This design comes from an exercise in tuning for small area and a short achievable clock period on the open sky130 flow, not from production work.
Only simulation tests tie the RTL to the original design; equivalence was not proved.
Power figures rest on the tool's default switching activity, not on a simulated workload.

## flow/design.v (module list and top-level ports; edited modules follow where they fit)
// module alu: 1077 lines
module alu # ( parameter WIDTH = 16, CMD_WIDTH = 4 ) (
	input clk, rst,
	input CE,
	input CIN,
	input mode,
	input [1:0] INP_INVALID,
	input [ CMD_WIDTH-1 :0] CMD,
	input [ WIDTH-1 :0] opa,
	input [ WIDTH-1 :0] opb,
	output reg ERR, OFLOW, g , l, e, cout,
	output reg [ 2 * WIDTH :0] RES
);
  // ...
==> flow/flow/run.sh <==
#!/bin/bash
# The standard layout (the standard.sh, all of its steps), with two changes:
#  - synthesis: Yosys's synth command also gets -noabc, so its quick generic
#    ABC pass does not rewrite the full adders before extract_fa maps them (that
#    pass leaves an inverter between most pairs of adder cells).  The rest of
#    the synthesis script is synth_recipe.tcl unchanged (-nofsm -noshare,
#    flatten, renames), and ORFS's own ABC mapping still runs afterwards.
#  - placement: buffer_ports uses sky130_fd_sc_hd__buf_1 for the port buffers
#    instead of the delay cell it picks by default; every input and output port
#    still gets its own buffer.
# The make output is kept in standard.log.
set -euo pipefail
{
  echo 'proc synth {args} { yosys synth -nofsm -noshare -noabc {*}$args }'
  tail -n +2 synth_recipe.tcl
} > synth_noabc.tcl
bash standard.sh SYNTH_SCRIPT="$PWD/synth_noabc.tcl" \
  BUFFER_PORTS_ARGS="-buffer_cell sky130_fd_sc_hd__buf_1" finish > standard.log 2>&1
==> flow/standard.sh <==
#!/bin/bash
# synth_recipe.tcl (not shown) runs the flow's synth.tcl, then flattens the netlist and writes it again
# the make line also repeats each setting of config.mk as NAME=value (left out here)
make -C /OpenROAD-flow-scripts/flow DESIGN_CONFIG=/design/flow/config.mk WORK_HOME=/design/flow/orfs CLKGATE_MAP_FILE= SYNTH_SCRIPT=/design/flow/synth_recipe.tcl "${@:-finish}"
==> flow/config.mk <==
export PLATFORM = sky130hd
export DESIGN_NAME = alu
export DESIGN_NICKNAME = alu
export VERILOG_FILES = /design/flow/design.v
export SDC_FILE = /design/flow/constraint.sdc
export NUM_CORES = 4
export LEC_CHECK = 0
export CAP_MARGIN = 20
export CORE_MARGIN = 2
export CORE_UTILIZATION = 40
export SLEW_MARGIN = 20
==> flow/constraint.sdc <==
create_clock -name core_clock -period 9.0 [get_ports {clk}]
set_input_delay 1.8000 -clock core_clock [delete_from_list [all_inputs] [get_ports {clk}]]
set_output_delay 1.8000 -clock core_clock [all_outputs]
set_load 0.01 [all_outputs]
==> run summary, run 1 <==
* Status: timing/DRC/antenna clean
* Area occupied by multi-input gates at 0.0100 mm2
* P&R area growth vs syn at 12.2%
* Worst setup path start: INP_INVALID[0]
* Net switching power at 279 uW
* Mapped Cells at 1205
* Slowest cell on crit path: fa_1
* Placed insts at 1672
* Synth top area cells: fa_1 (41%), nor2_1 (11%), dfrtp_1 (8.6%)
* Crit path kind: primary input to register
* Largest net degree at the start of global routing at 48
* N_taps at 378
* Non-clk bufs at 167
* Final Hold Violating Endpoints at 0
* Synthesized Nets at 1541
* Int Power at 402 uW
* DRT antenna net count at 0
* Compound-Gate Fraction of Synth Area at 14.6%
* FP Rows at 61
* Asr flop ratio synth at 100%
* Simple-Gate Fraction of Synth Area at 18.2%
* Sequential cell area at 976 um2
* Leading cell types by count after synthesis: nor2_1 (321), fa_1 (231), nand2_1 (63)
* GP Congestion at 0.949
* Via count at 10082
* Worst Hold Launch: cout
* Data arrival time of the worst path at 8.83 ns
* WL final at 38800 um
* Final setup violation count at 0
* Netlist cell types at 75
* Most common cell after layout, fill and taps aside: nor2_1
* WP data required at 9.16 ns
* Sequential power share at 29.1%
* Io pins at 82
* Met3 Resource Use GR at 6.18%
* Min Tclk post-route at 8.67 ns
* Seq_cells at 39
* Layout cell share with drive strength beyond 1 at 10.8%
==> inputs of run 2 (changes only) <==
--- a/flow/config.mk
+++ b/flow/config.mk
@@ -8,4 +8,5 @@
 export CAP_MARGIN = 20
 export CORE_MARGIN = 2
 export CORE_UTILIZATION = 40
+export SETUP_SLACK_MARGIN = 0.8
 export SLEW_MARGIN = 20
==> run 2 against run 1 <==
Combinational power increased by 14%. Flip-flop and latch count unchanged. Global-route usage increased by 0.24 points. Routed wire length increased by 3.7%. Clock power about the same. Maximum frequency increased by 6.7%. Synthesized area unchanged. Sequential power about the same. Critical path depth decreased by 1. Final area increased by 8.9%. Largest power group unchanged. Highest routed layer is now met4.
==> run summary, run 2 <==
* Synth Warn # at 1 (unchanged)
* Sequential cell area at 976 um2 (unchanged)
* Drt wl/cell at 23.4 um (was 23.1 um)
* FP Rows at 61 (unchanged)
* Sequential power share at 27.3% (was 29.1%)
* Slew Viols, Final at 0 (unchanged)
* GRT Resource Usage Total at 27.2% (was 27.0%)
* H-tree depth at 2 (unchanged)
* Die area at 0.0297 mm2 (unchanged)
* Cell area after synthesis at 0.0113 mm2 (unchanged)
* Most common cell in the netlist: nor2_1 (unchanged)
* Netlist cell types at 75 (unchanged)
* DRC errors left at 0 (unchanged)
* VDD IR max at 102 uV (was 80.9 uV)
* Final cycle utilization of the critical path at 90.3% (was 96.3%)
* Hold buffer count at CTS at 0 (unchanged)
* Leading cell types by count after synthesis: nor2_1 (321), fa_1 (231), nand2_1 (63) (unchanged)
* Net switching power at 301 uW (was 279 uW)
* CTS sink count at 39 (unchanged)
* Crit-path cells: buf_4 > buf_6 > and3_4 > o211a_1 > a311o_1 > o21bai_4 > buf_8 > a22o_4 > fa_2 > fa_1 > fa_1 > fa_2 > fa_1 > fa_2 > ha_4 > nand3_2 > nor2_4 > a22oi_2 > buf_6 > a211oi_4 > o21ai_2 > a211o_1 > a2111oi_4 > a211o_1
* Slowest cell on crit path: fa_1 (unchanged)
* Layout cell share with drive strength beyond 1 at 21.5% (was 10.8%)
* Initial antenna violation count at 0 (was 1)
* Critical path capture point type: register (unchanged)
* First-pass GRT wire length at 60600 um (was 60000 um)
* EDFF count, synth at 0 (unchanged)
* GP Congestion at 0.974 (was 0.949)
* Worst-path maximum fanout at 8 (was 16)
* Die X at 172 um (unchanged)
* Status: timing/DRC/antenna clean (unchanged)
* Synth top area cells: fa_1 (41%), nor2_1 (11%), dfrtp_1 (8.6%) (unchanged)
* Slowest stage delay, CP at 0.57 ns (was 0.58 ns)
* Layout Skew at 0 ns (unchanged)
* Buf/Inv on CP at 4 (was 3)
* RSZ-0062 raised after global routing: true (was false)
* Final setup violation count at 0 (unchanged)
* Area occupied by multi-input gates at 0.0107 mm2 (was 0.0100 mm2)
* Syn avg cell area at 9.39 um2 (unchanged)
* WP data required at 9.22 ns (was 9.16 ns)
* CTS tree: done (unchanged)
* Slew @ Worst Pin at 0.818 ns (was 1.13 ns)
* Placed insts at 1665 (was 1672)
* Min Tclk post-route at 8.12 ns (was 8.67 ns)
* Max-cap check violation count at 0 (unchanged)
* Hpwl dp at 31200 um (was 30800 um)
* Count of input and output buffers at 81 (unchanged)
* Final Hold Violating Endpoints at 0 (unchanged)
* Mapped Cells at 1205 (unchanged)
* Grt total ovfl at 0 (unchanged)
* Num CTS Buffers at 5 (unchanged)
* Comb power frac at 48.3% (was 45.1%)
* Hold crit path type: register to register (unchanged)
* Int Power at 425 uW (was 402 uW)
* Largest reg by FF count: RES (unchanged)
* Ant diodes at 0 (was 1)
* CP delay by family, top: adder cells (unchanged)
* Nets at 1678 (was 1637)
* Startpoint types: primary input (unchanged)
* Io pins at 82 (unchanged)
* Die height at 172 um (unchanged)
* Hold path depth at 2 (unchanged)
* Slew headroom at 45.3% (was 24.9%)
* Power per cell area at 52.5 mW/mm2 (was 53.6 mW/mm2)
* Sw frac at 41.4% (was 41.0%)
* Overall power at 726 uW (was 681 uW)
* Fill cells at 2582 (was 2732)
* Initial Util at 40.6% (unchanged)
* Fmax at 123 MHz (was 115 MHz)
* Worst hold slack at 0.491 ns (was 0.482 ns)
* Crit path kind: primary input to register (unchanged)
* Post-synth top area cell: fa_1 (unchanged)
* 1st-iter DRT viols at 862 (was 1036)
* WL final at 40200 um (was 38800 um)
* Most common cell after layout, fill and taps aside: nor2_1 (unchanged)
* Clk pwr share at 24.4% (was 25.8%)
* Vias in the first global route at 10534 (was 10352)
* Asr flop ratio synth at 100% (unchanged)
* Synth top area share at 40.9% (unchanged)
* Fin Setup TNS at 0 ns (unchanged)
* Via-per-instance ratio at 5.99 (was 6.00)
* Router iterations before antenna repair at 7 (was 8)
* P&R area growth vs syn at 22.2% (was 12.2%)
* Root buffer cell: clkbuf_16 (unchanged)
* DRT antenna net count at 0 (unchanged)
* Largest register FFs at 33 (unchanged)
* Synth Flop Type: dfrtp_1 (unchanged)
* Sequential fraction of the synthesis area at 8.62% (unchanged)
* R2R depth at 3 (unchanged)
* Worst-path clk slew at 0.06 ns (about the same)
* FF+latch count, synth at 39 (unchanged)
* Largest net degree at the start of global routing at 48 (unchanged)
* Data arrival time of the worst path at 8.35 ns (was 8.83 ns)
* Via count at 10314 (was 10082)
* Most frequent cells in the layout: nor2_1 (312), fa_1 (220), buf_4 (106) (was nor2_1 (321), fa_1 (231), buf_1 (80))
* Clock buffer depth at 2 (unchanged)
* Core box area at 0.0279 mm2 (unchanged)
* Static Leak at 6.67 nW (was 6.31 nW)
* Core Util, Final at 49.7% (was 45.6%)
* Finished Layout Cells at 1721 (was 1681)
* Clock latency on the worst-skew pair at 0.28 ns (about the same)
* Number of cells on the critical path at 24 (was 25)
* Synthesized Nets at 1541 (unchanged)
[run 2: cell counts after synthesis]
Identical to the previous run, type by type.
[run 2: kinds of logic (layout without fill, tap and decap cells)]
group	count (synthesis)	after routing	synth area share, %
AO/OA/AOI/OAI	228	228	14.6
AND/OR/NAND/NOR	481	481	18.2
adder cells (fa/ha/maj)	293	293	47.7
buffers and inverters	93	231	3.37
XOR/XNOR	35	35	2.77
multiplexers	36	36	4.74
flip-flops	39	39	8.62
[run 2: power by group through the flow]
stage	sequential, mW	combinational (mW)	clock (mW)
floorplan	0.205	0.179	0
global placement	0.201	0.302	0
detailed placement	0.201	0.302	0
CTS	0.198	0.312	0.181
global route	0.199	0.373	0.188
finish	0.198	0.351	0.177
[run 2: worst paths after layout]
check,startpoint,endpoint,slack [ns]
max,INP_INVALID[0],RES[15],0.88
min,g,g,0.49
max reg2reg,RES[15],RES[15],7.80
min reg2reg,g,g,0.49
max in group asynchronous,rst,RES[25],7.04
min in group asynchronous,rst,RES[31],1.60
[run 2: stage by stage]
step	instance area (um2)	setup WS [ns]
floorplan	11500	0.783
global placement	12600	0.132
detailed placement	12600	0.0255
CTS	13000	0.808
global route	13800	0.702
finish	13800	0.876
[run 2: final cells by class]
| class | instances | share of cell area, % |
|---|---|---|
| clock buffers | 5 | 0.904 |
| clock inverters | 3 | 0.172 |
| inverters | 15 | 0.407 |
| multi-input cells | 1073 | 77.4 |
| flip-flops and latches | 39 | 7.05 |
| well taps | 378 | 3.42 |
| repair buffers | 208 | 10.7 |
[run 2: what timing repair did]
item | in CTS | in global routing
resized for setup | 37 | 119
pin swaps | 10 | 45
gates cloned | 0 | 1
setup buffers | 8 | 39
endpoints found under the setup margin | 36 | 36
[run 2: per-layer routing]
metal  global-route usage (%)  routed length, um  up-vias  share of wire, %
li1                         -                  -     4417                 -
met1                     35.4              15700     5248                39
met2                     44.4              19400      531                48
met3                     7.07               3590      118               8.9
met4                     9.13               1490        0               3.7
met5                        0                  0        -                 0
[run 2: worst register-to-register path: cells and delay by family (launching register included)]
| family | cells | cell delay (ns) |
|---|---|---|
| flops | 1 | 0.38 |
| simple gates | 2 | 0.39 |
| compound gates | 1 | 0.32 |
==> inputs of run 3 (changes only) <==
--- a/flow/config.mk
+++ b/flow/config.mk
@@ -5,6 +5,7 @@
 export SDC_FILE = /design/flow/constraint.sdc
 export NUM_CORES = 4
 export LEC_CHECK = 0
+export ABC_AREA = 1
 export CAP_MARGIN = 20
 export CORE_MARGIN = 2
 export CORE_UTILIZATION = 40
==> run 3 against run 2 <==
Maximum frequency grew 2.9%. Power shrank 1.6%. Critical endpoint is now RES[22]. Combinational power shrank 11%. Die area grew 5.2%. Routed wire length grew 4.6%. Sequential power is essentially flat. Non-clock buffer count shrank 54. Flip-flop and latch count is the same. Highest routed layer is now met5. Final area shrank 5.0%. Via count grew 9.3%. Count of clock-buffer cells in the layout is the same. Largest cell class unchanged. Clock skew is the same.
==> run summary, run 3 <==
* Router iterations before antenna repair at 8 (was 7)
* Status: timing/DRC/antenna clean (unchanged)
* Final setup violation count at 0 (unchanged)
* Synth top area cells: fa_1 (39%), nor2_1 (12%), nand2_1 (8.3%) (was fa_1 (41%), nor2_1 (11%), dfrtp_1 (8.6%))
* Post-synth top area cell: fa_1 (unchanged)
* Die height at 177 um (was 172 um)
* Synthesized Nets at 1874 (was 1541)
* DRC errors left at 0 (unchanged)
* Final Hold Violating Endpoints at 0 (unchanged)
* Grt total ovfl at 0 (unchanged)
* VDD IR max at 78.8 uV (was 102 uV)
* Largest reg by FF count: RES (unchanged)
* Slew Viols, Final at 0 (unchanged)
* Most common cell in the netlist: nor2_1 (unchanged)
* P&R area growth vs syn at 10.3% (was 22.2%)
* H-tree depth at 2 (unchanged)
* Met2 wire length at 20300 um (was 19400 um)
* Sequential cell area at 976 um2 (unchanged)
* Placed insts at 2001 (was 1665)
* Min Tclk post-route at 7.90 ns (was 8.12 ns)
* 1st-iter DRT viols at 1010 (was 862)
* Uppermost layer routed: met5 (was met4)
* Critical path capture point type: register (unchanged)
* Power per cell area at 54.3 mW/mm2 (was 52.5 mW/mm2)
* FP Rows at 63 (was 61)
* Root buffer cell: clkbuf_16 (unchanged)
* Nets at 1972 (was 1678)
* Hold path depth at 2 (unchanged)
* CTS tree: done (unchanged)
* Fill cells at 3025 (was 2582)
* Met3 WL at 2890 um (was 3590 um)
* Worst setup path start: mode (was INP_INVALID[0])
* R2R depth at 2 (was 3)
* Largest net degree at the start of global routing at 52 (was 48)
* Synth top area share at 38.8% (was 40.9%)
* Vias in the first global route at 11466 (was 10534)
* Synth Flop Type: dfrtp_1 (unchanged)
* Via count at 11278 (was 10314)
* Initial Util at 40.4% (was 40.6%)
* Netlist cell types at 52 (was 75)
* Slew headroom at 41.2% (was 45.3%)
* Setup ws final at 1.10 ns (was 0.876 ns)
* Mapped Cells at 1538 (was 1205)
* Slew @ Worst Pin at 0.878 ns (was 0.818 ns)
* Asr flop ratio synth at 100% (unchanged)
* Slowest cell on crit path: fa_1 (unchanged)
* RSZ-0062 raised after global routing: false (was true)
* Layout Skew at 0 ns (unchanged)
* Area occupied by multi-input gates at 0.0101 mm2 (was 0.0107 mm2)
* Worst hold slack at 0.493 ns (was 0.491 ns)
* Layout cell share with drive strength beyond 1 at 9.35% (was 21.5%)
* Largest register FFs at 33 (unchanged)
* EDFF count, synth at 0 (unchanged)
* First-pass GRT wire length at 65500 um (was 60600 um)
* Synth Warn # at 1 (unchanged)
* Drt wl/cell at 20.7 um (was 23.4 um)
* Hold crit path type: register to register (unchanged)
* DRT antenna net count at 0 (unchanged)
* Clock buffer depth at 2 (unchanged)
* Most frequent cells in the layout: nor2_1 (394), nand2_1 (262), fa_1 (230) (was nor2_1 (312), fa_1 (220), buf_4 (106))
* Startpoint types: primary input (unchanged)
* Worst-path maximum fanout at 16 (was 8)
* Slowest stage delay, CP at 0.63 ns (was 0.57 ns)
* Dpl ws at 0.453 ns (was 0.0255 ns)
* Final cycle utilization of the critical path at 87.7% (was 90.3%)
* Worst Hold Launch: e (was g)
* Count of input and output buffers at 81 (unchanged)
* FF-to-FF Start: RES[6] (was RES[15])
* Num CTS Buffers at 5 (unchanged)
* Cell area after synthesis at 0.0119 mm2 (was 0.0113 mm2)
* Die X at 177 um (was 172 um)
* Via-per-instance ratio at 5.56 (was 5.99)
* Initial antenna violation count at 2 (was 0)
* Leading cell types by count after synthesis: nor2_1 (396), nand2_1 (263), fa_1 (231) (was nor2_1 (321), fa_1 (231), nand2_1 (63))
* Crit path kind: primary input to register (unchanged)
* WL final at 42100 um (was 40200 um)
* Worst-path clk slew at 0.06 ns (about the same)
* Static Leak at 7.23 nW (was 6.67 nW)
* Max-cap check violation count at 0 (unchanged)
* Data arrival time of the worst path at 8.06 ns (was 8.35 ns)
* Clock latency on the worst-skew pair at 0.28 ns (about the same)
* Fin Setup TNS at 0 ns (unchanged)
* Syn avg cell area at 7.75 um2 (was 9.39 um2)
* Routed length on met1 at 17000 um (was 15700 um)
* WP data required at 9.17 ns (was 9.22 ns)
* Sequential fraction of the synthesis area at 8.19% (was 8.62%)
* Finished Layout Cells at 2028 (was 1721)
* Overall power at 714 uW (was 726 uW)
* Fmax at 127 MHz (was 123 MHz)
* Core box area at 0.0295 mm2 (was 0.0279 mm2)
* Die area at 0.0312 mm2 (was 0.0297 mm2)
* GRT Resource Usage Total at 27.5% (was 27.2%)
* FF+latch count, synth at 39 (unchanged)
* Most common cell after layout, fill and taps aside: nor2_1 (unchanged)
* CTS sink count at 39 (unchanged)
* Io pins at 82 (unchanged)
* GP Congestion at 0.963 (was 0.974)
* Hpwl dp at 33800 um (was 31200 um)
run 3: changes by cell type after synthesis, sizes merged, moves of 16 or more:
cell,before,now
nand2,64,275
inv,15,124
nor2,321,400
nand3,15,86
clkbuf,59,10
a21oi,53,94
buf,19,53
xnor2,29,2
mux2i,21,0
a22o,17,0
o22ai,10,26
run 3: cell families (layout without fill, tap and decap cells):
| family | count (synthesis) | after routing | synth area share [%] |
|---|---|---|---|
| DFF | 39 | 39 | 8.19 |
| buffers and inverters | 189 | 288 | 7.29 |
| adders and majority gates | 293 | 293 | 45.3 |
| and+or+nand+nor | 802 | 802 | 27.8 |
| xor gates and xnor gates | 19 | 19 | 1.40 |
| AOI/OAI and AO/OA | 196 | 196 | 9.99 |
| other | 0 | 1 | 0 |
run 3: per-layer routing:
| layer | vias to the layer above | GRT usage [%] |
|---|---|---|
| met5 | - | 0 |
| met4 | 2 | 10.3 |
| met3 | 107 | 3.65 |
| met2 | 452 | 46.4 |
| met1 | 5624 | 36.1 |
| li1 | 5093 | - |
run 3: layout make-up:
cell class	instances	area share, %
well taps	390	3.71
diodes	1	0.0190
clock buffers	5	0.952
clock inverters	3	0.333
flip-flops and latches	39	7.42
repair buffers	154	6.83
inverters	126	3.70
multi-input cells	1310	77.0
run 3: per-stage QoR:
| step | instance area, um2 | utilization (%) |
|---|---|---|
| final | 13100 | 44.6 |
| after global routing | 13100 | 44.6 |
| after CTS | 12900 | 43.8 |
| after detailed placement | 12700 | 43.2 |
| after global placement | 12700 | 43.2 |
| after floorplan | 11900 | - |
run 3: worst paths after layout:
| check | endpoint | slack, ns |
|---|---|---|
| min | e | 0.49 |
| max | RES[22] | 1.10 |
| max reg2reg | RES[6] | 8.30 |
| max in group asynchronous | RES[0] | 7.05 |
| min reg2reg | e | 0.49 |
| min in group asynchronous | RES[31] | 1.60 |
run 3: where the power goes:
part,internal [mW],total (mW),switching [mW]
sequential,0.190,0.201,0.0105
clock,0.131,0.200,0.0693
combinational,0.0982,0.313,0.215
run 3: worst max-delay path, delay by kind of cell:
family,cells,cell delay (ns)
buf+inv,6,1.20
compound gates,3,0.28
fa+ha+maj,7,3.36
simple gates,14,1.38
run 3: repair_timing:
action	CTS	global route
setup endpoints to repair	16	31
hold buffers	0	0
setup buffers	0	18
gates cloned	0	0
pin swaps	0	4
resized for setup	1	31
==> inputs of run 4 (changes only) <==
--- a/flow/config.mk
+++ b/flow/config.mk
@@ -9,5 +9,6 @@
 export CAP_MARGIN = 20
 export CORE_MARGIN = 2
 export CORE_UTILIZATION = 40
+export GPL_ROUTABILITY_DRIVEN = 0
 export SETUP_SLACK_MARGIN = 0.8
 export SLEW_MARGIN = 20
==> run 4 against run 3 <==
Register-to-register slack got worse by 0.02 ns. Critical path type unchanged. Maximum frequency about the same. First-iteration DRC count increased by 20%.
==> run summary, run 4 <==
* Status: timing/DRC/antenna clean (unchanged)
* Hpwl dp at 32500 um (was 33800 um)
* Slew @ Worst Pin at 1.09 ns (was 0.878 ns)
* Fill cells at 3030 (was 3025)
* Synth Flop Type: dfrtp_1 (unchanged)
* Slew headroom at 27.5% (was 41.2%)
* Slowest stage delay, CP at 0.62 ns (was 0.63 ns)
* Initial antenna violation count at 0 (was 2)
* Core box area at 0.0295 mm2 (unchanged)
* P&R area growth vs syn at 12.3% (was 10.3%)
* Synthesized Nets at 1874 (unchanged)
* Router iterations before antenna repair at 6 (was 8)
* Most common cell in the netlist: nor2_1 (unchanged)
* CTS sink count at 39 (unchanged)
* DRT antenna net count at 0 (unchanged)
* Data arrival time of the worst path at 8.09 ns (was 8.06 ns)
* GRT Resource Usage Total at 26.9% (was 27.5%)
* Ant diodes at 0 (was 1)
* Worst-path clk slew at 0.06 ns (about the same)
* First-pass GRT wire length at 64700 um (was 65500 um)
* Worst-path maximum fanout at 11 (was 16)
* Final Hold Violating Endpoints at 0 (unchanged)
* Critical path capture point type: register (unchanged)
* VDD IR max at 73.5 uV (was 78.8 uV)
* Max-cap check violation count at 0 (unchanged)
* Fin Setup TNS at 0 ns (unchanged)
* WL final at 41500 um (was 42100 um)
* Asr flop ratio synth at 100% (unchanged)
* Power per cell area at 51.7 mW/mm2 (was 54.3 mW/mm2)
* Finished Cell Area at 0.0134 mm2 (was 0.0131 mm2)
* Netlist cell types at 52 (unchanged)
* Fmax at 127 MHz (about the same)
* Clock latency on the worst-skew pair at 0.28 ns (about the same)
* FP Rows at 63 (unchanged)
* Synth top area cells: fa_1 (39%), nor2_1 (12%), nand2_1 (8.3%) (unchanged)
* Sequential fraction of the synthesis area at 8.19% (unchanged)
* WP data required at 9.20 ns (was 9.17 ns)
* Crit path kind: primary input to register (unchanged)
* Top cell by count, worst path: fa_1
* DRC errors left at 0 (unchanged)
* Leading cell types by count after synthesis: nor2_1 (396), nand2_1 (263), fa_1 (231) (unchanged)
* Static Leak at 7.28 nW (was 7.23 nW)
* 1st-iter DRT viols at 1217 (was 1010)
* Synth top area share at 38.8% (unchanged)
* Most common cell after layout, fill and taps aside: nor2_1 (unchanged)
* Root buffer cell: clkbuf_16 (unchanged)
* Num CTS Buffers at 5 (unchanged)
* Via count at 11483 (was 11278)
* Io pins at 82 (unchanged)
* Count of input and output buffers at 81 (unchanged)
* Initial Util at 40.4% (unchanged)
* Synth Warn # at 1 (unchanged)
* Vias in the first global route at 11585 (was 11466)
* Layout cell share with drive strength beyond 1 at 10.9% (was 9.35%)
* Startpoint types: primary input (unchanged)
* Largest reg by FF count: RES (unchanged)
* Die height at 177 um (unchanged)
* Largest register FFs at 33 (unchanged)
* RSZ-0062 raised after global routing: false (unchanged)
* Min Tclk post-route at 7.89 ns (was 7.90 ns)
* Via-per-instance ratio at 5.65 (was 5.56)
* Hold crit path type: register to register (unchanged)
* CTS tree: done (unchanged)
* Mapped Cells at 1538 (unchanged)
* Most frequent cells in the layout: nor2_1 (389), nand2_1 (258), fa_1 (230) (was nor2_1 (394), nand2_1 (262), fa_1 (230))
* FF+latch count, synth at 39 (unchanged)
* Final cycle utilization of the critical path at 87.7% (about the same)
* Layout Skew at 0 ns (unchanged)
* Syn avg cell area at 7.75 um2 (unchanged)
* Placed insts at 1991 (was 2001)
* Slew Viols, Final at 0 (unchanged)
* Largest net degree at the start of global routing at 52 (unchanged)
* Slowest cell on crit path: fa_2 (was fa_1)
* Post-Place Cell Area at 0.0127 mm2 (about the same)
* Finished Layout Cells at 2031 (was 2028)
* H-tree depth at 2 (unchanged)
* Post-synth top area cell: fa_1 (unchanged)
* Drt wl/cell at 20.5 um (was 20.7 um)
* Nets at 1976 (was 1972)
* Die area at 0.0312 mm2 (unchanged)
* Hold buffer count at CTS at 0 (unchanged)
* Cell area after synthesis at 0.0119 mm2 (unchanged)
* Clock buffer depth at 2 (unchanged)
* Grt total ovfl at 0 (unchanged)
* Final setup violation count at 0 (unchanged)
* EDFF count, synth at 0 (unchanged)
* Die X at 177 um (unchanged)
==> run 4: cell counts after synthesis <==
Identical to the previous run, type by type.
==> run 4: cell type report <==
| class | count | area (um2) | share of cell area [%] |
|---|---|---|---|
| inverters | 126 | 499 | 3.73 |
| clock inverters | 1 | 5.00 | 0.0374 |
| repair inverters | 1 | 8.76 | 0.0654 |
| clock buffers | 7 | 133 | 0.991 |
| multi-input cells | 1310 | 10300 | 77.1 |
| flip-flops and latches | 39 | 976 | 7.29 |
| repair buffers | 157 | 951 | 7.11 |
| well taps | 390 | 488 | 3.65 |
==> run 4: report_power, final <==
group | switching (mW) | internal, mW
registers | 0.0109 | 0.191
clock network | 0.0649 | 0.102
logic | 0.220 | 0.103
total | 0.296 | 0.395
==> run 4: what timing repair did <==
item	4_1_cts	5_1_grt
setup endpoints to repair	27	33
gates resized for setup	10	67
cloned	0	1
pin swaps	0	15
setup buffers	0	31
==> run 4: per-layer routing <==
| layer | track usage (%) | share of wire, % |
|---|---|---|
| met1 | 36.0 | 40 |
| met2 | 45.4 | 48 |
| met3 | 3.82 | 7.5 |
| met4 | 8.40 | 4.0 |
| met5 | 0 | 0 |
==> run 4: path summary, 6_finish.rpt <==
check	cells past startpoint	slack (ns)	from	to
max reg2reg	2	8.28	RES[5]	RES[5]
min in group asynchronous	3	1.60	rst	RES[22]
max in group asynchronous	3	7.04	rst	RES[7]
min reg2reg	2	0.49	e	e
min	2	0.49	e	e
max	26	1.11	opb[2]	RES[24]
==> run 4: cells by family after synthesis <==
| logic type | after synthesis | synth area share [%] |
|---|---|---|
| XOR/XNOR | 19 | 1.40 |
| buffers and inverters | 189 | 7.29 |
| AND/OR/NAND/NOR | 802 | 27.8 |
| adder cells (fa/ha/maj) | 293 | 45.3 |
| flip-flops | 39 | 8.19 |
| AO/OA/AOI/OAI | 196 | 9.99 |
==> run 4: metrics by stage <==
step                      total power [mW]  utilization (%)  hold slack [ns]  setup WS (ns)
after floorplan                      0.391                -            0.515           1.02
after global placement               0.498             42.9            0.473          0.200
after detailed placement             0.501             42.9            0.481          0.154
after CTS                            0.671             43.6            0.494          0.819
after global routing                 0.732             45.4            0.533          0.798
final                                0.691             45.4            0.490           1.11
==> run 4: critical path, delay by kind of cell <==
kind            cells  cell delay (ns)
fa+ha+maj           8             3.70
compound gates      3             0.63
buf+inv             4             0.64
simple gates       11             1.29
==> inputs of run 5 (changes only) <==
--- a/flow/config.mk
+++ b/flow/config.mk
@@ -9,6 +9,5 @@
 export CAP_MARGIN = 20
 export CORE_MARGIN = 2
 export CORE_UTILIZATION = 40
-export GPL_ROUTABILITY_DRIVEN = 0
-export SETUP_SLACK_MARGIN = 0.8
+export SETUP_SLACK_MARGIN = 1.0
 export SLEW_MARGIN = 20
==> run 5 against run 4 <==
Final area rose by 1.3%. Worst setup slack improved by 0.15 ns. Largest power group unchanged. Combinational power grew 2%.
==> run summary, run 5 <==
* Die area at 0.0312 mm2 (unchanged)
* Worst Hold Launch: e (unchanged)
* CTS tree: done (unchanged)
* Final cycle utilization of the critical path at 86.1% (was 87.7%)
* Synthesized Nets at 1874 (unchanged)
* Worst-path maximum fanout at 15 (was 11)
* Overall power at 732 uW (was 691 uW)
* Via count at 11457 (was 11483)
* Largest family of logic cells by synthesized area: adder cells (unchanged)
* Synth Warn # at 1 (unchanged)
* Mux cell area share after synthesis at 0% (unchanged)
* GP Congestion at 0.963
* Leading cell types by count after synthesis: nor2_1 (396), nand2_1 (263), fa_1 (231) (unchanged)
* Most common cell after layout, fill and taps aside: nor2_1 (unchanged)
* Die height at 177 um (unchanged)
* Mapped Cells at 1538 (unchanged)
* Net switching power at 302 uW (was 296 uW)
* Synth top area share at 38.8% (unchanged)
* Clock buffer depth at 2 (unchanged)
* Placed insts at 2001 (was 1991)
* Flop2flop setup slack at 8.29 ns (was 8.28 ns)
* Largest net degree at the start of global routing at 52 (unchanged)
* FP Rows at 63 (unchanged)
* Layout cell share with drive strength beyond 1 at 12.8% (was 10.9%)
* DRT antenna net count at 0 (unchanged)
* First-pass GRT wire length at 65400 um (was 64700 um)
* Fin Setup TNS at 0 ns (unchanged)
* Int Power at 430 uW (was 395 uW)
* Initial Util at 40.4% (unchanged)
* Static Leak at 7.34 nW (was 7.28 nW)
* Hold buffer count at CTS at 0 (unchanged)
* Critical path capture point type: register (unchanged)
* RSZ-0062 raised after global routing: true (was false)
* Slew Viols, Final at 0 (unchanged)
* Core box area at 0.0295 mm2 (unchanged)
* Adder-Cell Fraction of Synth Area at 45.3% (unchanged)
* Comb power frac at 45.2% (was 46.7%)
* Final setup violation count at 0 (unchanged)
* Largest register FFs at 33 (unchanged)
* Data arrival time of the worst path at 7.95 ns (was 8.09 ns)
* VDD IR max at 78.3 uV (was 73.5 uV)
* CTS sink count at 39 (unchanged)
* FF-to-FF Start: RES[6] (was RES[5])
* Post-synth top area cell: fa_1 (unchanged)
* Slowest cell on crit path: fa_2 (unchanged)
* 1st-iter DRT viols at 1024 (was 1217)
* Syn avg cell area at 7.75 um2 (unchanged)
* FF+latch count, synth at 39 (unchanged)
* DRC errors left at 0 (unchanged)
* WL final at 42500 um (was 41500 um)
* Status: timing/DRC/antenna clean (unchanged)
* Vias in the first global route at 11482 (was 11585)
* Max-cap check violation count at 0 (unchanged)
* Synth top area cells: fa_1 (39%), nor2_1 (12%), nand2_1 (8.3%) (unchanged)
* Hold path depth at 2 (unchanged)
* Via-per-instance ratio at 5.60 (was 5.65)
* Layout Skew at 0 ns (unchanged)
* Worst-path clk slew at 0.06 ns (about the same)
* Top cell by count, worst path: fa_1 (unchanged)
* EDFF count, synth at 0 (unchanged)
* Slowest stage delay, CP at 0.64 ns (was 0.62 ns)
* Count of input and output buffers at 81 (unchanged)
* Hold EP: e (unchanged)
* H-tree depth at 2 (unchanged)
* Most frequent cells in the layout: nor2_1 (387), nand2_1 (256), fa_1 (226) (was nor2_1 (389), nand2_1 (258), fa_1 (230))
* Slew headroom at 42.7% (was 27.5%)
* Most common cell in the netlist: nor2_1 (unchanged)
* Cell area after synthesis at 0.0119 mm2 (unchanged)
* Router iterations before antenna repair at 5 (was 6)
* Io pins at 82 (unchanged)
* Crit path kind: primary input to register (unchanged)
* Initial antenna violation count at 2 (was 0)
* Grt total ovfl at 0 (unchanged)
* Hpwl dp at 33800 um (was 32500 um)
* Netlist cell types at 52 (unchanged)
* Min Tclk post-route at 7.75 ns (was 7.89 ns)
* Hold crit path type: register to register (unchanged)
* Nets at 1989 (was 1976)
* Die X at 177 um (unchanged)
* Largest reg by FF count: RES (unchanged)
* Post-Place Cell Area at 0.0127 mm2 (about the same)
* Sequential fraction of the synthesis area at 8.19% (unchanged)
* Sw frac at 41.3% (was 42.8%)
* Sequential power share at 27.4% (was 29.1%)
* P&R area growth vs syn at 13.8% (was 12.3%)
* Clk pwr share at 27.3% (was 24.2%)
* Asr flop ratio synth at 100% (unchanged)
* Root buffer cell: clkbuf_16 (unchanged)
* Drt wl/cell at 20.8 um (was 20.5 um)
* Fill cells at 2989 (was 3030)
* WP data required at 9.20 ns (about the same)
* Final Hold Violating Endpoints at 0 (unchanged)
* Compound-Gate Fraction of Synth Area at 9.99% (unchanged)
* Clock latency on the worst-skew pair at 0.28 ns (about the same)
* Power per cell area at 54.0 mW/mm2 (was 51.7 mW/mm2)
* Startpoint types: primary input (unchanged)
* Synth Area in XOR/XNOR at 1.40% (unchanged)
* Fmax at 129 MHz (was 127 MHz)
* R2R depth at 2 (unchanged)
* FF-to-FF End: RES[6] (was RES[5])
* Finished Cell Area at 0.0136 mm2 (was 0.0134 mm2)
* GRT Resource Usage Total at 27.5% (was 26.9%)
* Synth Flop Type: dfrtp_1 (unchanged)
* Simple-Gate Fraction of Synth Area at 27.8% (unchanged)
* Slew @ Worst Pin at 0.856 ns (was 1.09 ns)
* Finished Layout Cells at 2045 (was 2031)
* Num CTS Buffers at 5 (unchanged)
run 5: cell counts after synthesis:
No cell type changed its count.
run 5: how the worst max path moves through the flow:
stage	to	slack, ns	startpoint	cells past startpoint
3_3_place_gp	RES[15]	0.45	opb[2]	27
3_5_place_dp	RES[22]	0.45	opb[2]	27
6_report	RES[22]	1.25	opb[2]	25
5_1_grt	RES[24]	0.97	CMD[2]	30
2_1_floorplan	RES[19]	1.02	CMD[3]	32
4_1_cts	RES[22]	1.00	CMD[2]	32
run 5: cell families after synthesis:
logic type | after synthesis
buffers and inverters | 189
XOR/XNOR | 19
flip-flops | 39
AO/OA/AOI/OAI | 196
adder cells (fa/ha/maj) | 293
AND/OR/NAND/NOR | 802
run 5: layout make-up:
type | instances | area [um2] | share of cell area (%)
Multi-Input combinational cell | 1310 | 10300 | 76.3
Inverter | 126 | 507 | 3.74
Clock inverter | 3 | 43.8 | 0.323
Timing Repair Buffer | 171 | 1070 | 7.88
Tap cell | 390 | 488 | 3.60
Sequential cell | 39 | 976 | 7.20
Clock buffer | 5 | 125 | 0.923
Antenna cell | 1 | 2.50 | 0.0185
run 5: repair_timing:
| action | in CTS | in global routing |
|---|---|---|
| endpoints found under the setup margin | 27 | 32 |
| pin swaps | 1 | 16 |
| resized for setup | 12 | 84 |
| setup buffers | 0 | 35 |
run 5: per-stage QoR:
step	hold WS [ns]	util (%)	worst slack [ns]
3_3_place_gp	0.466	43.2	0.452
5_1_grt	0.513	46.0	0.972
4_1_cts	0.495	43.9	1.00
6_report	0.494	46.0	1.25
3_5_place_dp	0.479	43.2	0.453
2_1_floorplan	0.515	-	1.02
run 5: critical path, delay by kind of cell:
kind            cells  cell delay [ns]
compound gates      4             0.82
fa+ha+maj           7             3.41
buf+inv             5             0.98
simple gates        9             0.93
run 5: per-layer routing:
layer  vias to the layer above  routed length, um  global-route usage [%]
met4                         2               1920                    10.7
met1                      5744              16900                    36.0
met3                       113               3010                    3.80
met2                       478              20600                    46.2
li1                       5120                  -                       -
met5                         -                  8                       0
run 5: power by group through the flow:
| stage | Combinational, mW | Sequential, mW | Clock [mW] |
|---|---|---|---|
| 2_1_floorplan | 0.182 | 0.208 | 0 |
| 3_3_place_gp | 0.298 | 0.204 | 0 |
| 3_5_place_dp | 0.300 | 0.204 | 0 |
| 4_1_cts | 0.303 | 0.201 | 0.203 |
| 5_1_grt | 0.362 | 0.202 | 0.210 |
| 6_report | 0.331 | 0.201 | 0.200 |
==> inputs of run 6 (changes only) <==
--- a/flow/config.mk
+++ b/flow/config.mk
@@ -11,3 +11,4 @@
 export CORE_UTILIZATION = 40
 export SETUP_SLACK_MARGIN = 1.0
 export SLEW_MARGIN = 20
+export TNS_END_PERCENT = 30
==> run 6 against run 5 <==
Final area shrank 0.11%. First-iteration DRC count up 2.3%. Clock skew stayed put. Cell count unchanged. Power barely moved. Critical path type unchanged. Highest routed layer unchanged. Worst setup slack lost 0.024 ns. Still clean on timing, DRC and antenna. Routed wire length down 0.19%.
==> run summary, run 6 <==
* Post-Place Cell Area at 0.0127 mm2 (unchanged)
* Hold buffer count at CTS at 0 (unchanged)
* Nets at 1989 (unchanged)
* Core box area at 0.0295 mm2 (unchanged)
* Data arrival time of the worst path at 7.98 ns (was 7.95 ns)
* Clock latency on the worst-skew pair at 0.28 ns (about the same)
* 1st-iter DRT viols at 1048 (was 1024)
* Hold EP: e (unchanged)
* Die X at 177 um (unchanged)
* Critical path capture point type: register (unchanged)
* FP Rows at 63 (unchanged)
* Initial Util at 40.4% (unchanged)
* Vias in the first global route at 11482 (unchanged)
* Synth top area share at 38.8% (unchanged)
* GP Congestion at 0.963 (unchanged)
* Worst-path maximum fanout at 15 (unchanged)
* Final cycle utilization of the critical path at 86.3% (was 86.1%)
* Worst-path clk slew at 0.06 ns (about the same)
* GRT Resource Usage Total at 27.5% (unchanged)
* DRT antenna net count at 0 (unchanged)
* Via count at 11450 (was 11457)
* Max-cap check violation count at 0 (unchanged)
* Largest net degree at the start of global routing at 52 (unchanged)
* CTS tree: done (unchanged)
* Grt total ovfl at 0 (unchanged)
* Drt wl/cell at 20.7 um (was 20.8 um)
* Flop2flop setup slack at 8.29 ns (about the same)
* Mapped Cells at 1538 (unchanged)
* Netlist cell types at 52 (unchanged)
* FF-to-FF End: RES[6] (unchanged)
* Syn avg cell area at 7.75 um2 (unchanged)
* Clock buffer depth at 2 (unchanged)
* Largest register FFs at 33 (unchanged)
* Synth Warn # at 1 (unchanged)
* Slew @ Worst Pin at 0.866 ns (was 0.856 ns)
* Initial antenna violation count at 2 (unchanged)
* Layout cell share with drive strength beyond 1 at 12.8% (unchanged)
* RSZ-0062 raised after global routing: true (unchanged)
* Asr flop ratio synth at 100% (unchanged)
* Synthesized Nets at 1874 (unchanged)
* Min Tclk post-route at 7.77 ns (was 7.75 ns)
* Fmax at 129 MHz (about the same)
* Leading cell types by count after synthesis: nor2_1 (396), nand2_1 (263), fa_1 (231) (unchanged)
* Final Hold Violating Endpoints at 0 (unchanged)
* Hold path depth at 2 (unchanged)
* Synth Flop Type: dfrtp_1 (unchanged)
* Sequential fraction of the synthesis area at 8.19% (unchanged)
* Worst Hold Launch: e (unchanged)
* Overall power at 732 uW (about the same)
* Die height at 177 um (unchanged)
* CTS sink count at 39 (unchanged)
* Status: timing/DRC/antenna clean (unchanged)
* WP data required at 9.20 ns (about the same)
* Count of input and output buffers at 81 (unchanged)
* Synth top area cells: fa_1 (39%), nor2_1 (12%), nand2_1 (8.3%) (unchanged)
* Via-per-instance ratio at 5.60 (about the same)
* Layout Skew at 0 ns (unchanged)
* FF-to-FF Start: RES[6] (unchanged)
* Crit path kind: primary input to register (unchanged)
* P&R area growth vs syn at 13.6% (was 13.8%)
* FF+latch count, synth at 39 (unchanged)
* Die area at 0.0312 mm2 (unchanged)
* Most common cell in the netlist: nor2_1 (unchanged)
* EDFF count, synth at 0 (unchanged)
* Slew Viols, Final at 0 (unchanged)
* VDD IR max at 78.6 uV (was 78.3 uV)
* Static Leak at 7.33 nW (was 7.34 nW)
* Hpwl dp at 33800 um (unchanged)
* Final setup violation count at 0 (unchanged)
* WL final at 42400 um (was 42500 um)
* R2R depth at 2 (unchanged)
* Cell area after synthesis at 0.0119 mm2 (unchanged)
* Router iterations before antenna repair at 5 (unchanged)
* Finished Cell Area at 0.0135 mm2 (was 0.0136 mm2)
* Largest reg by FF count: RES (unchanged)
* H-tree depth at 2 (unchanged)
* Io pins at 82 (unchanged)
* Startpoint types: primary input (unchanged)
* DRC errors left at 0 (unchanged)
* Root buffer cell: clkbuf_16 (unchanged)
* Post-synth top area cell: fa_1 (unchanged)
* Num CTS Buffers at 5 (unchanged)
* Most common cell after layout, fill and taps aside: nor2_1 (unchanged)
* Fin Setup TNS at 0 ns (unchanged)
* Hold crit path type: register to register (unchanged)
* Power per cell area at 54.1 mW/mm2 (was 54.0 mW/mm2)
* Most frequent cells in the layout: nor2_1 (387), nand2_1 (256), fa_1 (226) (unchanged)
* Slew headroom at 42.0% (was 42.7%)
* First-pass GRT wire length at 65400 um (unchanged)
run 6: critical path, cell delays in order:
cell	delay [ns]
clkbuf_4	0.21
clkinvlp_4	0.21
clkbuf_2	0.21
nand4_1	0.12
o22ai_1	0.10
a21oi_2	0.41
buf_4	0.24
nor2_1	0.07
fa_1	0.50
fa_1	0.52
fa_1	0.43
fa_1	0.54
fa_1	0.41
ha_1	0.37
nand2_1	0.18
nor2_1	0.06
a21oi_1	0.14
nand2_1	0.11
fa_2	0.64
nand3_1	0.10
nand2_2	0.11
nand2_2	0.08
nand2_4	0.10
clkinv_8	0.11
a21oi_1	0.17
run 6: area by class of cell:
cell class	instances	area [um2]
clock buffers	5	125
flip-flops and latches	39	976
inverters	126	507
clock inverters	3	43.8
diodes	1	2.50
repair buffers	171	1070
well taps	390	488
fillers	2995	15900
multi-input cells	1310	10300
run 6: stage by stage:
step | hold WS (ns) | util, % | setup slack, ns | std cells
after global routing | 0.513 | 45.9 | 0.956 | 2044
after CTS | 0.495 | 43.9 | 1.00 | 2009
after global placement | 0.466 | 43.2 | 0.452 | 2001
final | 0.491 | 45.9 | 1.23 | 2045
after detailed placement | 0.479 | 43.2 | 0.453 | 2001
after floorplan | 0.515 | - | 1.02 | 1538
run 6: logic make-up (layout without fill, tap and decap cells):
| kind of cell | count (synthesis) | count (layout) | share of synthesized area (%) |
|---|---|---|---|
| XOR/XNOR | 19 | 19 | 1.40 |
| buffers and inverters | 189 | 305 | 7.29 |
| AO/OA/AOI/OAI | 196 | 196 | 9.99 |
| other | 0 | 1 | 0 |
| flip-flops | 39 | 39 | 8.19 |
| adder cells (fa/ha/maj) | 293 | 293 | 45.3 |
| AND/OR/NAND/NOR | 802 | 802 | 27.8 |
run 6: worst max-delay path by stage:
stage | from | endpoint | slack [ns] | cells past startpoint
finish | opb[2] | RES[22] | 1.23 | 25
floorplan | CMD[3] | RES[19] | 1.02 | 32
global placement | opb[2] | RES[15] | 0.45 | 27
detailed placement | opb[2] | RES[22] | 0.45 | 27
global route | CMD[2] | RES[15] | 0.96 | 30
CTS | CMD[2] | RES[22] | 1.00 | 32
run 6: routing by layer:
metal  track usage, %  share of wire (%)
met4             10.7                4.5
met2             46.2                 48
met5                0              0.019
met1             36.0                 39
met3             3.80                7.6
run 6: where the power goes:
group	leakage, nW	internal [mW]	switching (mW)
logic	6.77	0.109	0.222
clock network	0.0838	0.131	0.0695
registers	0.481	0.190	0.0104
total	7.33	0.430	0.302
run 6: what timing repair did:
item	4_1_cts	5_1_grt
endpoints found under the hold margin	0	0
pin swaps	1	16
gates resized for setup	12	82
endpoints found under the setup margin	27	32
setup buffers	0	35
==> inputs of run 7 (changes only) <==
--- a/flow/config.mk
+++ b/flow/config.mk
@@ -9,6 +9,5 @@
 export CAP_MARGIN = 20
 export CORE_MARGIN = 2
 export CORE_UTILIZATION = 40
-export SETUP_SLACK_MARGIN = 1.0
+export SETUP_SLACK_MARGIN = 2.0
 export SLEW_MARGIN = 20
-export TNS_END_PERCENT = 30
==> run 7 against run 6 <==
Final area is 14% higher. Clock power increased by 3%. Maximum frequency is 3.3% higher. Routed wire length up 4.9%. Sequential share of layout area down 0.86 points. Synthesized cell count stayed put. Critical path depth up 5.
==> run summary, run 7 <==
* Status: timing/DRC/antenna clean (unchanged)
* P&R area growth vs syn at 29.1% (was 13.6%)
* Sequential fraction of the synthesis area at 8.19% (unchanged)
* Grt total ovfl at 0 (unchanged)
* Sequential power share at 25.0% (was 27.4%)
* Via count at 11918 (was 11450)
* Buf/Inv on CP at 6 (was 5)
* Largest register FFs at 33 (unchanged)
* Io pins at 82 (unchanged)
* Crit path kind: primary input to register (unchanged)
* Worst-path clk slew at 0.07 ns (was 0.06 ns)
* Vias in the first global route at 12232 (was 11482)
* Int Power at 465 uW (was 430 uW)
* Syn avg cell area at 7.75 um2 (unchanged)
* Slowest cell on crit path: fa_2 (unchanged)
* Layout cell share with drive strength beyond 1 at 25.2% (was 12.8%)
* Fin Setup TNS at 0 ns (unchanged)
* Overall power at 807 uW (was 732 uW)
* GRT Resource Usage Total at 28.4% (was 27.5%)
* DRT antenna net count at 0 (unchanged)
* Clock buffer depth at 2 (unchanged)
* Startpoint types: primary input (unchanged)
* Count of input and output buffers at 81 (unchanged)
* CP delay by family, top: adder cells (unchanged)
* Dpl ws at 0.377 ns (was 0.453 ns)
* Slew headroom at 31.2% (was 42.0%)
* Min Tclk post-route at 7.52 ns (was 7.77 ns)
* Hpwl dp at 32500 um (was 33800 um)
* WP data required at 9.22 ns (was 9.20 ns)
* RSZ-0062 raised after global routing: true (unchanged)
* Die X at 177 um (unchanged)
* Comb power frac at 49.3% (was 45.2%)
* WL final at 44400 um (was 42400 um)
* Netlist cell types at 52 (unchanged)
* Setup ws final at 1.48 ns (was 1.23 ns)
* Clk pwr share at 25.7% (was 27.3%)
* Largest net degree at the start of global routing at 52 (unchanged)
* CTS tree: done (unchanged)
* Slew Viols, Final at 0 (unchanged)
* Fmax at 133 MHz (was 129 MHz)
* GP Congestion at 1.03 (was 0.963)
* Max-cap check violation count at 0 (unchanged)
* Router iterations before antenna repair at 7 (was 5)
* Cell area after synthesis at 0.0119 mm2 (unchanged)
* Die height at 177 um (unchanged)
* VDD IR max at 81.9 uV (was 78.6 uV)
* Final Hold Violating Endpoints at 0 (unchanged)
* Ant diodes at 0 (was 1)
* Layout Skew at 0 ns (unchanged)
* Clock latency on the worst-skew pair at 0.28 ns (about the same)
* Post-synth top area cell: fa_1 (unchanged)
* Final setup violation count at 0 (unchanged)
* 1st-iter DRT viols at 1262 (was 1048)
* Root buffer cell: clkbuf_16 (unchanged)
* First-pass GRT wire length at 68200 um (was 65400 um)
* Worst-path maximum fanout at 8 (was 15)
* Slew @ Worst Pin at 1.03 ns (was 0.866 ns)
* Nets at 2046 (was 1989)
* Die area at 0.0312 mm2 (unchanged)
* Synth top area share at 38.8% (unchanged)
* Via-per-instance ratio at 5.67 (was 5.60)
* Top cell by count, worst path: fa_1 (unchanged)
* Power per cell area at 52.4 mW/mm2 (was 54.1 mW/mm2)
* Largest reg by FF count: RES (unchanged)
* Core Util, Final at 52.2% (was 45.9%)
* Sw frac at 42.4% (was 41.3%)
* H-tree depth at 2 (unchanged)
* Static Leak at 7.95 nW (was 7.33 nW)
* Hold crit path type: register to register (unchanged)
* Synth Warn # at 1 (unchanged)
* FP Rows at 63 (unchanged)
* Synthesized Nets at 1874 (unchanged)
* FF+latch count, synth at 39 (unchanged)
* Asr flop ratio synth at 100% (unchanged)
* Most common cell after layout, fill and taps aside: nor2_1 (unchanged)
* Most frequent cells in the layout: nor2_1 (365), nand2_1 (217), fa_1 (211) (was nor2_1 (387), nand2_1 (256), fa_1 (226))
* Synth top area cells: fa_1 (39%), nor2_1 (12%), nand2_1 (8.3%) (unchanged)
* Drt wl/cell at 21.2 um (was 20.7 um)
* Net switching power at 342 uW (was 302 uW)
* Data arrival time of the worst path at 7.74 ns (was 7.98 ns)
* Synth Flop Type: dfrtp_1 (unchanged)
* Leading cell types by count after synthesis: nor2_1 (396), nand2_1 (263), fa_1 (231) (unchanged)
* Critical path capture point type: register (unchanged)
* Most common cell in the netlist: nor2_1 (unchanged)
* Slowest stage delay, CP at 0.60 ns (was 0.64 ns)
* CTS sink count at 39 (unchanged)
* Num CTS Buffers at 5 (unchanged)
* Initial antenna violation count at 0 (was 2)
* Worst hold slack at 0.489 ns (was 0.491 ns)
* EDFF count, synth at 0 (unchanged)
* DRC errors left at 0 (unchanged)
* Final cycle utilization of the critical path at 83.6% (was 86.3%)
* Initial Util at 40.4% (unchanged)
* Mapped Cells at 1538 (unchanged)
* Core box area at 0.0295 mm2 (unchanged)
-- run 7: cell counts after synthesis --
No cell type changed its count.
-- run 7: layout make-up --
class,instances,area [um2]
fillers,2788,14100
repair buffers,226,1790
inverters,126,523
well taps,390,488
flip-flops and latches,39,976
repair inverters,1,16.3
multi-input cells,1311,11400
clock buffers,5,125
clock inverters,3,46.3
-- run 7: logic make-up (layout without fill, tap and decap cells) --
kind of cell,Yosys count,after routing,synth area share [%]
compound gates,196,196,9.99
xor+xnor,19,19,1.40
flops,39,39,8.19
fa+ha+maj,293,293,45.3
buf+inv,189,361,7.29
simple gates,802,803,27.8
-- run 7: timing repair --
item	in CTS	in global routing
gates cloned	1	2
pin swaps	74	65
setup endpoints to repair	38	38
buffers inserted	89	22
hold buffers	0	0
gates resized for setup	160	147
-- run 7: path summary, 6_finish.rpt --
path,start,to,slack [ns],cells past startpoint
max,INP_INVALID[1],RES[23],1.48,30
min,e,e,0.49,2
max reg2reg,RES[4],RES[4],8.25,2
min reg2reg,e,e,0.49,2
max in group asynchronous,rst,RES[0],7.04,3
min in group asynchronous,rst,RES[29],1.61,3
-- run 7: through the flow --
stage                     instances  instance area, um2
after global placement         1979               12900
after floorplan                1538               12300
after detailed placement       1979               12900
after CTS                      2077               14600
after global routing           2101               15400
final                          2101               15400
-- run 7: worst register-to-register path, stage by stage, from the launching register on --
cell and delay (ns):
dfrtp_1 0.42, nor2_1 0.15, a21oi_2 0.05
-- run 7: power groups by stage --
stage                     Clock [mW]  Combinational (mW)  Sequential, mW
after CTS                      0.211               0.361           0.201
after global routing           0.218               0.425           0.202
final                          0.207               0.398           0.202
after floorplan                    0               0.197           0.208
after detailed placement           0               0.310           0.204
after global placement             0               0.309           0.205
-- run 7: layer usage --
layer / routed length, um / vias up / GRT usage [%] / part of all wire, %
li1: - / 5241 / - / -
met1: 17900 / 6011 / 37.2 / 40
met2: 21900 / 546 / 48.4 / 49
met3: 2890 / 120 / 3.78 / 6.5
met4: 1750 / 0 / 10.1 / 3.9
met5: 0 / - / 0 / 0
==> inputs of run 8 (changes only) <==
--- a/flow/config.mk
+++ b/flow/config.mk
@@ -9,5 +9,5 @@
 export CAP_MARGIN = 20
 export CORE_MARGIN = 2
 export CORE_UTILIZATION = 40
-export SETUP_SLACK_MARGIN = 2.0
+export SETUP_SLACK_MARGIN = 1.5
 export SLEW_MARGIN = 20
==> run 8 against run 7 <==
Final area decreased by 4.0%. Power increased by 0.11%. Highest routed layer unchanged. Sequential share of layout area increased by 0.27 points. Still clean on timing, DRC and antenna. Count of clock-buffer cells in the layout increased by 1. Global-route usage decreased by 0.29 points.
==> run summary, run 8 <==
* Asr flop ratio synth at 100% (unchanged)
* Fmax at 132 MHz (was 133 MHz)
* GRT Resource Usage Total at 28.1% (was 28.4%)
* Overall power at 807 uW (about the same)
* First-pass GRT wire length at 67300 um (was 68200 um)
* WP data required at 9.17 ns (was 9.22 ns)
* P&R area growth vs syn at 23.9% (was 29.1%)
* Nets at 2027 (was 2046)
* Num CTS Buffers at 5 (unchanged)
* Clock buffer depth at 2 (unchanged)
* EDFF count, synth at 0 (unchanged)
* Power per cell area at 54.7 mW/mm2 (was 52.4 mW/mm2)
* Mapped Cells at 1538 (unchanged)
* Startpoint types: primary input (unchanged)
* Fin Setup TNS at 0 ns (unchanged)
* Final setup violation count at 0 (unchanged)
* Post-synth top area cell: fa_1 (unchanged)
* Die area at 0.0312 mm2 (unchanged)
* CTS tree: done (unchanged)
* VDD IR max at 82.5 uV (was 81.9 uV)
* Critical path capture point type: register (unchanged)
* Root buffer cell: clkbuf_16 (unchanged)
* Fill cells at 2789 (was 2788)
* Leading cell types by count after synthesis: nor2_1 (396), nand2_1 (263), fa_1 (231) (unchanged)
* Max-cap check violation count at 0 (unchanged)
* Layout cell share with drive strength beyond 1 at 20.2% (was 25.2%)
* Flop2flop setup slack at 8.28 ns (was 8.25 ns)
* Slew @ Worst Pin at 1.01 ns (was 1.03 ns)
* Crit path kind: primary input to register (unchanged)
* Synth Warn # at 1 (unchanged)
* Worst-path maximum fanout at 11 (was 8)
* Initial Util at 40.4% (unchanged)
* Dpl ws at 0.289 ns (was 0.377 ns)
* WL final at 44100 um (was 44400 um)
* H-tree depth at 2 (unchanged)
* Static Leak at 7.68 nW (was 7.95 nW)
* Synth Flop Type: dfrtp_1 (unchanged)
* Drt wl/cell at 21.2 um (about the same)
* FF+latch count, synth at 39 (unchanged)
* Slowest cell on crit path: fa_2 (unchanged)
* Slowest stage delay, CP at 0.63 ns (was 0.60 ns)
* FP Rows at 63 (unchanged)
* Hpwl dp at 32700 um (was 32500 um)
* Setup ws final at 1.45 ns (was 1.48 ns)
* Io pins at 82 (unchanged)
* 1st-iter DRT viols at 1271 (was 1262)
* Synth top area cells: fa_1 (39%), nor2_1 (12%), nand2_1 (8.3%) (unchanged)
* DRC errors left at 0 (unchanged)
* Vias in the first global route at 12075 (was 12232)
* Sequential cell area at 976 um2 (unchanged)
* Syn avg cell area at 7.75 um2 (unchanged)
* Via-per-instance ratio at 5.68 (was 5.67)
* Layout Skew at 0 ns (unchanged)
* Area occupied by multi-input gates at 0.0110 mm2 (was 0.0114 mm2)
* Most common cell in the netlist: nor2_1 (unchanged)
* Slew Viols, Final at 0 (unchanged)
* Count of input and output buffers at 81 (unchanged)
* RSZ-0062 raised after global routing: true (unchanged)
* Final cycle utilization of the critical path at 83.9% (was 83.6%)
* CTS sink count at 39 (unchanged)
* Largest net degree at the start of global routing at 52 (unchanged)
* Sequential fraction of the synthesis area at 8.19% (unchanged)
* Worst-path clk slew at 0.06 ns (was 0.07 ns)
* DRT antenna net count at 0 (unchanged)
* Slew headroom at 32.4% (was 31.2%)
* Status: timing/DRC/antenna clean (unchanged)
* Router iterations before antenna repair at 6 (was 7)
* Min Tclk post-route at 7.55 ns (was 7.52 ns)
* Die X at 177 um (unchanged)
* Most common cell after layout, fill and taps aside: nor2_1 (unchanged)
* Synth top area share at 38.8% (unchanged)
* Cell area after synthesis at 0.0119 mm2 (unchanged)
* Die height at 177 um (unchanged)
* Clock latency on the worst-skew pair at 0.28 ns (about the same)
* Netlist cell types at 52 (unchanged)
* Core box area at 0.0295 mm2 (unchanged)
* Via count at 11832 (was 11918)
* Initial antenna violation count at 0 (unchanged)
* Most frequent cells in the layout: nor2_1 (365), nand2_1 (240), fa_1 (218) (was nor2_1 (365), nand2_1 (217), fa_1 (211))
* GP Congestion at 0.974 (was 1.03)
* Largest reg by FF count: RES (unchanged)
* Final Hold Violating Endpoints at 0 (unchanged)
* Grt total ovfl at 0 (unchanged)
* Synthesized Nets at 1874 (unchanged)
* Data arrival time of the worst path at 7.72 ns (was 7.74 ns)
* Hold buffer count at CTS at 0 (unchanged)
* Hold crit path type: register to register (unchanged)
* Largest register FFs at 33 (unchanged)
[run 8: cell count changes in the layout (fill, tap and decap cells not counted), moves of 7 or more]
cell / delta
a21oi_2: -11
nand3_1: +16
fa_1: +7
nand2_1: +23
nand2_4: -7
fa_2: -7
nand3_2: -14
buf_4: -7
nand2_2: -16
a21oi_1: +14
[run 8: routing by layer]
metal | vias up | share of wire, % | GRT usage [%]
met2 | 642 | 48 | 47.4
met1 | 5836 | 39 | 38.2
li1 | 5211 | - | -
met3 | 143 | 8.2 | 2.94
met5 | - | 0 | 0
met4 | 0 | 4.3 | 9.13
[run 8: critical path, delay by kind of cell]
kind / cells / cell delay, ns
and+or+nand+nor: 10 / 0.92
AOI/OAI and AO/OA: 4 / 0.60
adders and majority gates: 8 / 3.43
buffers and inverters: 7 / 0.95
[run 8: path summary, 6_finish.rpt]
path | start | to | cells after the start
min in group asynchronous | rst | RES[32] | 3
min reg2reg | g | g | 2
min | g | g | 2
max | opb[2] | RES[26] | 29
max in group asynchronous | rst | l | 3
max reg2reg | RES[4] | RES[4] | 2
[run 8: cells by family after synthesis]
| logic type | share of synthesized area (%) |
|---|---|
| buf+inv | 7.29 |
| compound gates | 9.99 |
| fa+ha+maj | 45.3 |
| simple gates | 27.8 |
| xor+xnor | 1.40 |
| flops | 8.19 |
[run 8: area by class of cell]
cell class,instances,share of cell area (%)
multi-input cells,1311,74.7
repair buffers,206,10.4
flip-flops and latches,39,6.61
inverters,126,3.56
well taps,390,3.30
clock buffers,6,0.873
clock inverters,2,0.407
repair inverters,2,0.119
diodes,1,0.0169
[run 8: timing repair]
item,in CTS,in global routing
gates resized for setup,98,123
setup buffers,46,36
endpoints found under the setup margin,38,35
pin swaps,23,31
gates cloned,2,2
[run 8: power breakdown]
| group | switching, mW | leakage, nW | internal (mW) | total, mW |
|---|---|---|---|---|
| logic | 0.244 | 7.11 | 0.131 | 0.375 |
| clock network | 0.0723 | 0.0911 | 0.159 | 0.231 |
| registers | 0.0110 | 0.481 | 0.190 | 0.201 |
| total | 0.327 | 7.68 | 0.480 | 0.807 |
[run 8: metrics by stage]
stage / util, % / hold slack (ns) / instance area (um2) / cells
detailed placement: 43.8 / 0.466 / 12900 / 1988
CTS: 47.0 / 0.492 / 13900 / 2044
finish: 50.1 / 0.491 / 14800 / 2083
global placement: 43.8 / 0.472 / 12900 / 1988
global route: 50.1 / 0.519 / 14800 / 2082
floorplan: - / 0.515 / 12300 / 1538
==> inputs of run 9 (changes only) <==
--- a/flow/config.mk
+++ b/flow/config.mk
@@ -9,5 +9,5 @@
 export CAP_MARGIN = 20
 export CORE_MARGIN = 2
 export CORE_UTILIZATION = 40
-export SETUP_SLACK_MARGIN = 1.5
+export SETUP_SLACK_MARGIN = 1.2
 export SLEW_MARGIN = 20
==> run 9 against run 8 <==
Flip-flop and latch count unchanged. Synthesized cell count did not move. Count of clock-buffer cells in the layout fell by 1. Critical path depth increased by 1. Still clean. Largest cell class unchanged. Routed wire length shrank 3.0%. Critical endpoint is now RES[24].
==> run summary, run 9 <==
* CTS sink count at 39 (unchanged)
* Worst-path maximum fanout at 8 (was 11)
* FF+latch count, synth at 39 (unchanged)
* Power per cell area at 54.4 mW/mm2 (was 54.7 mW/mm2)
* VDD IR max at 75.4 uV (was 82.5 uV)
* Hpwl dp at 32500 um (was 32700 um)
* CP delay by family, top: adder cells (unchanged)
* Max-cap check violation count at 0 (unchanged)
* Post-synth top area cell: fa_1 (unchanged)
* Core box area at 0.0295 mm2 (unchanged)
* First-pass GRT wire length at 66300 um (was 67300 um)
* Synth top area cells: fa_1 (39%), nor2_1 (12%), nand2_1 (8.3%) (unchanged)
* Vias in the first global route at 11926 (was 12075)
* Worst-path clk slew at 0.06 ns (about the same)
* P&R area growth vs syn at 17.5% (was 23.9%)
* Final cycle utilization of the critical path at 84.6% (was 83.9%)
* Clock buffer depth at 2 (unchanged)
* Fmax at 131 MHz (was 132 MHz)
* Finished Cell Area at 0.0140 mm2 (was 0.0148 mm2)
* WP data required at 9.17 ns (about the same)
* Cell area after synthesis at 0.0119 mm2 (unchanged)
* Slew Viols, Final at 0 (unchanged)
* Router iterations before antenna repair at 5 (was 6)
* Synthesized Nets at 1874 (unchanged)
* Asr flop ratio synth at 100% (unchanged)
* Startpoint types: primary input (unchanged)
* Synth Flop Type: dfrtp_1 (unchanged)
* GRT Resource Usage Total at 27.6% (was 28.1%)
* Layout Skew at 0 ns (unchanged)
* RSZ-0062 raised after global routing: false (was true)
* Layout cell share with drive strength beyond 1 at 15.2% (was 20.2%)
* Data arrival time of the worst path at 7.79 ns (was 7.72 ns)
* Finished Layout Cells at 2054 (was 2083)
* Synth top area share at 38.8% (unchanged)
* Status: timing/DRC/antenna clean (unchanged)
* GP Congestion at 0.964 (was 0.974)
* Hold crit path type: register to register (unchanged)
* DRC errors left at 0 (unchanged)
* FP Rows at 63 (unchanged)
* Setup ws final at 1.38 ns (was 1.45 ns)
* H-tree depth at 2 (unchanged)
* Leading cell types by count after synthesis: nor2_1 (396), nand2_1 (263), fa_1 (231) (unchanged)
* EDFF count, synth at 0 (unchanged)
* Die area at 0.0312 mm2 (unchanged)
* Largest reg by FF count: RES (unchanged)
* Largest register FFs at 33 (unchanged)
* 1st-iter DRT viols at 923 (was 1271)
* Crit path kind: primary input to register (unchanged)
* Nets at 1998 (was 2027)
* Grt total ovfl at 0 (unchanged)
* Min Tclk post-route at 7.62 ns (was 7.55 ns)
* Count of input and output buffers at 81 (unchanged)
* Dpl ws at 0.329 ns (was 0.289 ns)
* Die X at 177 um (unchanged)
* Initial antenna violation count at 0 (unchanged)
* Mapped Cells at 1538 (unchanged)
* Placed insts at 1990 (was 1988)
* Slew @ Worst Pin at 0.913 ns (was 1.01 ns)
* Buf/Inv on CP at 6 (was 7)
* Core Util, Final at 47.5% (was 50.1%)
* Worst hold slack at 0.496 ns (was 0.491 ns)
* Final setup violation count at 0 (unchanged)
* Slowest cell on crit path: fa_2 (unchanged)
* Synth Warn # at 1 (unchanged)
* Most common cell in the netlist: nor2_1 (unchanged)
* CTS tree: done (unchanged)
* Num CTS Buffers at 5 (unchanged)
* Critical path capture point type: register (unchanged)
* Fin Setup TNS at 0 ns (unchanged)
* Sequential fraction of the synthesis area at 8.19% (unchanged)
* Most frequent cells in the layout: nor2_1 (381), nand2_1 (246), fa_1 (225) (was nor2_1 (365), nand2_1 (240), fa_1 (218))
* Die height at 177 um (unchanged)
* Drt wl/cell at 20.8 um (was 21.2 um)
* Largest net degree at the start of global routing at 52 (unchanged)
* Initial Util at 40.4% (unchanged)
* Clock latency on the worst-skew pair at 0.28 ns (about the same)
* Netlist cell types at 52 (unchanged)
* Root buffer cell: clkbuf_16 (unchanged)
* Most common cell after layout, fill and taps aside: nor2_1 (unchanged)
* Slowest stage delay, CP at 0.61 ns (was 0.63 ns)
* Via-per-instance ratio at 5.69 (was 5.68)
* WL final at 42700 um (was 44100 um)
* Post-Place Cell Area at 0.0127 mm2 (was 0.0129 mm2)
* Io pins at 82 (unchanged)
* Slew headroom at 38.9% (was 32.4%)
* Static Leak at 7.49 nW (was 7.68 nW)
* Overall power at 761 uW (was 807 uW)
* Final Hold Violating Endpoints at 0 (unchanged)
* Syn avg cell area at 7.75 um2 (unchanged)
* Hold buffer count at CTS at 0 (unchanged)
* DRT antenna net count at 0 (unchanged)
* Via count at 11679 (was 11832)
==> run 9: cell count changes in the layout (fill, tap and decap cells not counted), moves of 8 or more <==
cell	previous run	this run
nor2_1	365	381
ha_1	50	58
buf_4	99	75
a21oi_1	64	72
ha_4	12	4
nor2_2	20	9
==> run 9: cell families after synthesis <==
kind of cell / Yosys count / share of synthesized area, %
buffers and inverters: 189 / 7.29
AO/OA/AOI/OAI: 196 / 9.99
AND/OR/NAND/NOR: 802 / 27.8
flip-flops: 39 / 8.19
adder cells (fa/ha/maj): 293 / 45.3
XOR/XNOR: 19 / 1.40
==> run 9: tightest hold or removal path, cell delays in order, from the launching register on <==
cell and delay (ns):
dfrtp_1 0.35, nand2_1 0.06, nand2_1 0.05
==> run 9: repair_timing <==
item,CTS,global route
setup buffers,24,29
hold endpoints to repair,0,0
pin swaps,9,33
endpoints found under the setup margin,33,33
resized for setup,49,125
gates cloned,1,1
==> run 9: routing by layer <==
metal  track usage (%)  wire length, um
met3              3.18             2740
met2              47.4            21100
met5                 0                0
met1              36.0            17000
met4              10.1             1890
==> run 9: worst paths after layout <==
check	startpoint	end	slack [ns]	depth (start not counted)
min in group asynchronous	rst	RES[28]	1.59	3
hold reg to reg	e	e	0.50	2
setup reg to reg	RES[6]	RES[6]	8.29	2
max in group asynchronous	rst	RES[1]	7.05	3
setup / recovery	CMD[0]	RES[24]	1.38	30
hold / removal	e	e	0.50	2
==> run 9: report_power, final <==
part           internal (mW)  switching [mW]  total [mW]
Clock                  0.132          0.0777       0.210
Sequential             0.190          0.0114       0.202
Combinational          0.116           0.234       0.350
Total                  0.439           0.323       0.761
==> run 9: layout make-up <==
type,count,area [um2]
Timing Repair Buffer,179,1240
Clock buffer,5,125
Timing Repair inverter,1,11.3
Inverter,126,499
Clock inverter,3,46.3
Sequential cell,39,976
Fill cell,2928,15500
Antenna cell,1,2.50
Multi-Input combinational cell,1310,10600
Tap cell,390,488

afterwards: timing with drivers on the ports:
No port has a modelled driver above. Below, the same layouts with a new extraction and two added sets of constraints. Step 1 assumes that a clkbuf_16 drives the clock port and a buf_2 every other input. Step 2, shift: input delay + t, output delay - t, t = (earliest + latest rising clock arrival at the registers) / 2. This alone moves slack from input paths to output paths. a / b / c = no drivers / after step 1 / after step 2; a / b = the first two.
run	t (ns)	setup WS [ns]
run 1	0.312	0.332 / 0.343 / 0.031
run 2	0.319	0.876 / 0.883 / 0.564
run 3	0.310	1.103 / 1.112 / 0.802
run 4	0.302	1.105 / 1.106 / 0.804
run 5	0.310	1.253 / 1.260 / 0.950
run 6	0.310	1.229 / 1.235 / 0.924
run 7	0.310	1.479 / 1.443 / 1.133
run 8	0.308	1.448 / 1.434 / 1.126
run 9	0.312	1.384 / 1.356 / 1.044
After both steps every run listed still meets setup and hold.
